Source: an optimization exercise on an open RTL-to-GDS flow (aim: small area and a short achievable clock period). Production flows keep margins and buffers that such runs may drop. RTL that was checked went through simulation tests only; none was proved equivalent to the original. Power is estimated from default activity; no workload was simulated.

## v57
==> flow/design.v <==
module ks_sum #(parameter N = 25, parameter L = 5) (
	input  wire [N-1:0] g,
	input  wire [N-1:0] p,
	input  wire         cin,
	output wire [N-1:0] s
);
	wire [N-1:0] gg [0:L];
	wire [N-1:0] pp [0:L];
	assign gg[0] = g;
	assign pp[0] = p;
	genvar k, i;
	generate
		for (k = 0; k < L; k = k + 1) begin : lvl
			for (i = 0; i < N; i = i + 1) begin : bit_
				if (i >= (1 << k)) begin : comb
					assign gg[k+1][i] = gg[k][i] | (pp[k][i] & gg[k][i - (1 << k)]);
					assign pp[k+1][i] = pp[k][i] & pp[k][i - (1 << k)];
				end else begin : pass
					assign gg[k+1][i] = gg[k][i];
					assign pp[k+1][i] = pp[k][i];
				end
			end
		end
	endgenerate
	assign s = p ^ {gg[L][N-2:0], cin};
endmodule
module ks_add #(parameter N = 8, parameter L = 3) (
	input  wire [N-1:0] a,
	input  wire [N-1:0] b,
	input  wire         cin,
	output wire [N-1:0] s,
	output wire         cout
);
	wire [N-1:0] p = a ^ b;
	wire [N-1:0] g [0:L];
	wire [N-1:0] q [0:L];
	assign g[0] = {(a[N-1:1] & b[N-1:1]), (a[0] & b[0]) | (p[0] & cin)};
	assign q[0] = p;
	genvar k, i;
	generate
		for (k = 0; k < L; k = k + 1) begin : lvl
			for (i = 0; i < N; i = i + 1) begin : bit_
				if (i >= (1 << k)) begin : comb
					assign g[k+1][i] = g[k][i] | (q[k][i] & g[k][i - (1 << k)]);
					assign q[k+1][i] = q[k][i] & q[k][i - (1 << k)];
				end else begin : pass
					assign g[k+1][i] = g[k][i];
					assign q[k+1][i] = q[k][i];
				end
			end
		end
	endgenerate
	assign s = p ^ {g[L][N-2:0], cin};
	assign cout = g[L][N-1];
endmodule
module lzc25(
	input  wire [24:0] v,
	output wire [4:0]  n
);
	wire [31:0] x = {v, 7'h7f};
	wire [15:0] z1;             
	wire [15:0] c1;             
	genvar i;
	generate
		for (i = 0; i < 16; i = i + 1) begin : l1
			assign z1[i] = ~(x[2*i+1] | x[2*i]);
			assign c1[i] = ~x[2*i+1];
		end
	endgenerate
	wire [7:0] z2;
	wire [1:0] c2 [0:7];
	generate
		for (i = 0; i < 8; i = i + 1) begin : l2
			assign z2[i] = z1[2*i+1] & z1[2*i];
			assign c2[i] = z1[2*i+1] ? {1'b1, c1[2*i]} : {1'b0, c1[2*i+1]};
		end
	endgenerate
	wire [3:0] z3;
	wire [2:0] c3 [0:3];
	generate
		for (i = 0; i < 4; i = i + 1) begin : l3
			assign z3[i] = z2[2*i+1] & z2[2*i];
			assign c3[i] = z2[2*i+1] ? {1'b1, c2[2*i]} : {1'b0, c2[2*i+1]};
		end
	endgenerate
	wire [1:0] z4;
	wire [3:0] c4 [0:1];
	generate
		for (i = 0; i < 2; i = i + 1) begin : l4
			assign z4[i] = z3[2*i+1] & z3[2*i];
			assign c4[i] = z3[2*i+1] ? {1'b1, c3[2*i]} : {1'b0, c3[2*i+1]};
		end
	endgenerate
	assign n = z4[1] ? {1'b1, c4[0]} : {1'b0, c4[1]};
endmodule
module float_addsub(
	input wire clk,
	input wire [31:0] v1,
	input wire [31:0] v2,
	input wire op,
	output wire [31:0] vres
);
	wire        s1 = v1[31];
	wire        s2 = v2[31] ^ op;
	wire [7:0]  e1 = v1[30:23];
	wire [7:0]  e2 = v2[30:23];
	wire        sub = s1 ^ s2;
	wire [30:0] bg = v1[30:0] & ~v2[30:0];
	wire [30:0] be = ~(v1[30:0] ^ v2[30:0]);
	function automatic [1:0] cmpc(input [1:0] hi, input [1:0] lo);  
		cmpc = {hi[1] | (hi[0] & lo[1]), hi[0] & lo[0]};
	endfunction
	function automatic [1:0] cmp8(input [7:0] g, input [7:0] e);
		reg [1:0] a0, a1, a2, a3, b0, b1;
		begin
			a0 = cmpc({g[1], e[1]}, {g[0], e[0]});
			a1 = cmpc({g[3], e[3]}, {g[2], e[2]});
			a2 = cmpc({g[5], e[5]}, {g[4], e[4]});
			a3 = cmpc({g[7], e[7]}, {g[6], e[6]});
			b0 = cmpc(a1, a0);
			b1 = cmpc(a3, a2);
			cmp8 = cmpc(b1, b0);
		end
	endfunction
	wire [1:0] ce  = cmp8(bg[30:23], be[30:23]);
	wire [1:0] cf2 = cmp8(bg[22:15], be[22:15]);
	wire [1:0] cf1 = cmp8(bg[14:7], be[14:7]);
	wire [1:0] cf0 = cmp8({bg[6:0], 1'b0}, {be[6:0], 1'b1});
	wire [1:0] cf  = cmpc(cf2, cmpc(cf1, cf0));
	wire        gt = ce[1] | (ce[0] & cf[1]);    
	wire        eq = ce[0] & cf[0];
	wire [7:0]  d12, d21;
	wire        c12, c21;
	ks_add #(8, 3) ad12(.a(e1), .b(~e2), .cin(1'b1), .s(d12), .cout(c12));
	ks_add #(8, 3) ad21(.a(e2), .b(~e1), .cin(1'b1), .s(d21), .cout(c21));
	wire        ez = (e1 == 8'd0) | (e2 == 8'd0);      
	wire        bz = (e1 == 8'd0) & (e2 == 8'd0);      
	reg         r1_s, r1_sub, r1_bz, r1_gt, r1_ez;
	reg  [7:0]  r1_e;
	reg  [22:0] r1_f1, r1_f2;
	reg  [7:0]  r1_d12, r1_d21;
	reg         r1_c12;
	always @(posedge clk) begin
		r1_s    <= (gt ? s1 : s2) & ~(eq & sub);
		r1_sub  <= sub;
		r1_bz   <= bz;
		r1_gt   <= gt;
		r1_e    <= ce[1] ? e1 : e2;
		r1_f1   <= v1[22:0];
		r1_f2   <= v2[22:0];
		r1_ez   <= ez;
		r1_d12  <= d12;                     
		r1_d21  <= d21;                     
		r1_c12  <= c12;                     
	end
	wire [7:0]  d = r1_c12 ? r1_d12 : r1_d21;         
	wire        far = r1_ez | (d[7:5] != 3'd0) | (d[4:3] == 2'b11);
	wire [22:0] fb = r1_gt ? r1_f1 : r1_f2;
	wire [23:0] x0 = {1'b1, r1_gt ? r1_f2 : r1_f1};
	wire [23:0] x1 = d[4] ? {16'b0, x0[23:16]} : x0;
	wire [23:0] x2 = d[3] ? {8'b0, x1[23:8]} : x1;
	reg         r2_s, r2_sub, r2_hb;
	reg  [7:0]  r2_e;
	reg  [22:0] r2_fb;
	reg  [23:0] r2_x;
	reg  [2:0]  r2_sh;
	always @(posedge clk) begin
		r2_s    <= r1_s;
		r2_sub  <= r1_sub;
		r2_hb   <= ~r1_bz;                       
		r2_e    <= r1_e + 8'd1;
		r2_fb   <= fb & {23{~r1_bz}};
		r2_x    <= x2 & {24{~far}};
		r2_sh   <= d[2:0];
	end
	wire [23:0] x3 = r2_sh[2] ? {4'b0, x2_r[23:4]} : x2_r;
	wire [23:0] x2_r = r2_x;
	wire [23:0] x4 = r2_sh[1] ? {2'b0, x3[23:2]} : x3;
	wire [23:0] x5 = r2_sh[0] ? {1'b0, x4[23:1]} : x4;
	wire [24:0] opa = {1'b0, r2_hb, r2_fb};
	wire [24:0] opb = {r2_sub, x5 ^ {24{r2_sub}}};
	wire [24:0] gen = {opa[24:1] & opb[24:1], (opa[0] & opb[0]) | ((opa[0] ^ opb[0]) & r2_sub)};
	wire [24:0] pro = opa ^ opb;
	reg         r3_s, r3_cin;
	reg  [7:0]  r3_e;
	reg  [24:0] r3_g, r3_p;
	always @(posedge clk) begin
		r3_s    <= r2_s;
		r3_cin  <= r2_sub;
		r3_e    <= r2_e;
		r3_g    <= gen;
		r3_p    <= pro;
	end
	wire [24:0] sum;
	ks_sum #(25, 5) addm(.g(r3_g), .p(r3_p), .cin(r3_cin), .s(sum));
	reg         r4_s;
	reg  [7:0]  r4_e;
	reg  [24:0] r4_r;
	always @(posedge clk) begin
		r4_s    <= r3_s;
		r4_e    <= r3_e;
		r4_r    <= sum;
	end
	wire [4:0] lz;
	lzc25 lzm(.v(r4_r), .n(lz));
	reg         r5_s;
	reg  [7:0]  r5_e;
	reg  [24:0] r5_r;
	reg  [4:0]  r5_lz;
	always @(posedge clk) begin
		r5_s    <= r4_s;
		r5_e    <= r4_e;
		r5_r    <= r4_r;
		r5_lz   <= lz;
	end
	wire [24:0] n0 = r5_lz[4] ? {r5_r[8:0], 16'b0} : r5_r;
	wire [24:0] n1 = r5_lz[3] ? {n0[16:0], 8'b0} : n0;
	wire [24:0] n2 = r5_lz[2] ? {n1[20:0], 4'b0} : n1;
	wire [24:0] n3 = r5_lz[1] ? {n2[22:0], 2'b0} : n2;
	wire [24:0] n4 = r5_lz[0] ? {n3[23:0], 1'b0} : n3;
	wire [7:0]  ne = (r5_lz == 5'd25) ? 8'd0 : r5_e - {3'b0, r5_lz};
	reg  [31:0] r6, r7;
	always @(posedge clk) begin
		r6 <= {r5_s, ne, n4[23:1]};
		r7 <= r6;
	end
	assign vres = r7;
endmodule
Settings: LEC_CHECK=0, CAP_MARGIN=20, CORE_MARGIN=2, CORE_UTILIZATION=40, CTS_BUF_LIST=sky130_fd_sc_hd__clkbuf_16, CTS_CLUSTER_DIAMETER=100, CTS_CLUSTER_SIZE=30, SETUP_SLACK_MARGIN=1.9, SLEW_MARGIN=20; clock period 4.0 ns.
standard.sh (not shown) runs the stock make flow with config.mk's settings and CLKGATE_MAP_FILE= SYNTH_SCRIPT=/design/flow/synth_recipe.tcl, a recipe that flattens the netlist after the stock synthesis.
==> flow/flow/run.sh <==
#!/bin/bash
set -euo pipefail
export BUFFER_PORTS_ARGS="-buffer_cell sky130_fd_sc_hd__buf_1"
bash standard.sh > standard_flow.log 2>&1
> inputs changed (v57 -> v51)
==> flow/flow/run.sh <==
#!/bin/bash
set -euo pipefail
export BUFFER_PORTS_ARGS="-buffer_cell sky130_fd_sc_hd__buf_2"
bash standard.sh > standard_flow.log 2>&1
==> comparison <==
v51 closes out successfully: all stages finished, all timing, DRC and antenna checks passed. There was hardly any difference in count of clock-net buffers in the final layout between v51 and v57. Going from v57 to v51, the weighted congestion reported at the end of routability-driven placement was found to have gone up by 2.0%. When the final numbers for v51 and v57 were put side by side, the total power after layout turned out to be greater in v57. Against v57, shortest clock period the worst path allows after layout in v51 came out worse.
Modified inputs, v35 compared to v51
Settings: swapping 40 for 60 in CORE_UTILIZATION.
==> flow/flow/run.sh <==
#!/bin/bash
set -euo pipefail
export BUFFER_PORTS_ARGS="-buffer_cell sky130_fd_sc_hd__buf_1"
bash standard.sh > standard_flow.log 2>&1
v35 completed every stage of the flow, and the final layout passed the timing, design-rule and antenna checks. Diff v51 -> v35: power went down; worst-case headroom to the max-slew limit lost 2.8 points; wire length of the first global-routing pass decreased by 2600 um relative to the old numbers; critical path depth went down by 1. Compared with v51, in v35 number of CTS-inserted buffers went down 1; non-clock buffer count went down 1.7%.
What v2 does differently from v35 at the input level:
Settings: SETUP_SLACK_MARGIN changed from 1.9 to 1.95; CORE_UTILIZATION changed from 60 to 40.
Results
Average routed wire per standard cell of v2 falls short of that of v35 by a few percent. Comparing v35 and v2, the lower share of power burned in combinational logic is on v2. In v2, the global-route met2 utilization came out 10 points below the value in v35. Total wire length: v35 and v2 compared, lower one is v35. Summary of v2 over v35: die area saw an increase, endpoint required time on the critical path has decreased, hold slack neither gained nor lost much, overall via count from detail_route decreased 30. v35 was smaller in final cell area than v2. Re relative contribution of the clock network to total power: v35 was lower than v2. What v2 reported for via count of the first global-routing pass has to be multiplied by 0.946 to get the figure for v35.
Changes in v52 relative to v2:
Settings: CORE_UTILIZATION now 60, was 40; SETUP_SLACK_MARGIN now 1.9, was 1.95.
==> flow/flow/run.sh <==
#!/bin/bash
set -euo pipefail
export BUFFER_PORTS_ARGS="-buffer_cell sky130_fd_sc_hd__buf_2"
bash standard.sh > standard_flow.log 2>&1
Results
Clock tree buffer depth came out exactly the same in v52 and v2. Run comparison: v52 launch point of the worst path v2[1]; v2 launch point of the worst path r3_g[0]. Delta (v52 minus v2): combinational cell fraction of total power grew by 0.3 points, standard cell area after detailed placement held steady, clock share of power shrank by 0.7 points, final area shrank by about 2%. Compared to v2, v52 was floorplanned on a smaller die.

== branch fjord ==
float_addsub, a different RTL version from the one above (not shown whole).
Size: ~1200 cells after synthesis, roughly 98 I/O pins, ~13000 µm² of cells after synthesis.
clock: 4.0 ns
lec_check: 0
cap_margin: 20
core_margin: 2
core_utilization: 60
cts_buf_list: sky130_fd_sc_hd__clkbuf_16
cts_cluster_diameter: 100
cts_cluster_size: 30
setup_slack_margin: 2.0
slew_margin: 20
==> flow/flow/run.sh <==
#!/bin/bash
set -euo pipefail
export BUFFER_PORTS_ARGS="-buffer_cell sky130_fd_sc_hd__buf_1"
bash standard.sh > standard_flow.log 2>&1
branch fjord finished every stage and its layout cleared the timing, design-rule and antenna checks.
Here is what was changed in the inputs of branch harbor compared with branch fjord.
- changing SETUP_SLACK_MARGIN from 2.0 to 1.9
Findings:
- Via count of the first global-routing pass went down by a few percent going from branch fjord to branch harbor.
- For the total area of multi-input combinational cells, branch harbor came in 1.1% lower than branch fjord did.
- The maximum clock frequency of branch harbor is higher than that of branch fjord.
- Compared with branch fjord, in branch harbor number of top-level design ports ~0 delta; area added between synthesis and finish -1.1 points; final worst hold slack +0.0071 ns; design internal power -about 0.6%.
No run of this note included a check of the RTL's function; only the layout flow was run.

separate check: timing with driven ports:
In the flow no input, the clock included, has a driving cell. The finished layouts below were timed again as built, in two steps.
Step 1, drivers: a clkbuf_16 drives clk and a buf_2 each remaining input, both assumed.
Step 2 also shifts input and output timing later by t, the mid clock arrival at the registers, as if the neighbouring blocks saw the same clock.
a / b / c = ideal / step 1 / step 2; a / b = the first two.
run	t (ns)	setup WS [ns]	worst slew at a driven data input, ns
v57	0.544	2.003 / 2.003 / 1.497	0.04
v51	0.534	1.959 / 1.986 / 1.452	0.04
v35	0.536	1.925 / 1.925 / 1.441	0.05
v2	0.538	1.989 / 1.989 / 1.518	0.04
v52	0.531	1.980 / 2.002 / 1.475	0.04
branch fjord	0.532	1.810 / 1.810 / 1.278	0.06
branch harbor	0.536	1.828 / 1.834 / 1.297	0.06
After both steps every run listed still meets setup and hold. For branch fjord, which loses most, drivers alone change the setup slack by 0.000 ns; drivers and shift together by -0.532 ns.
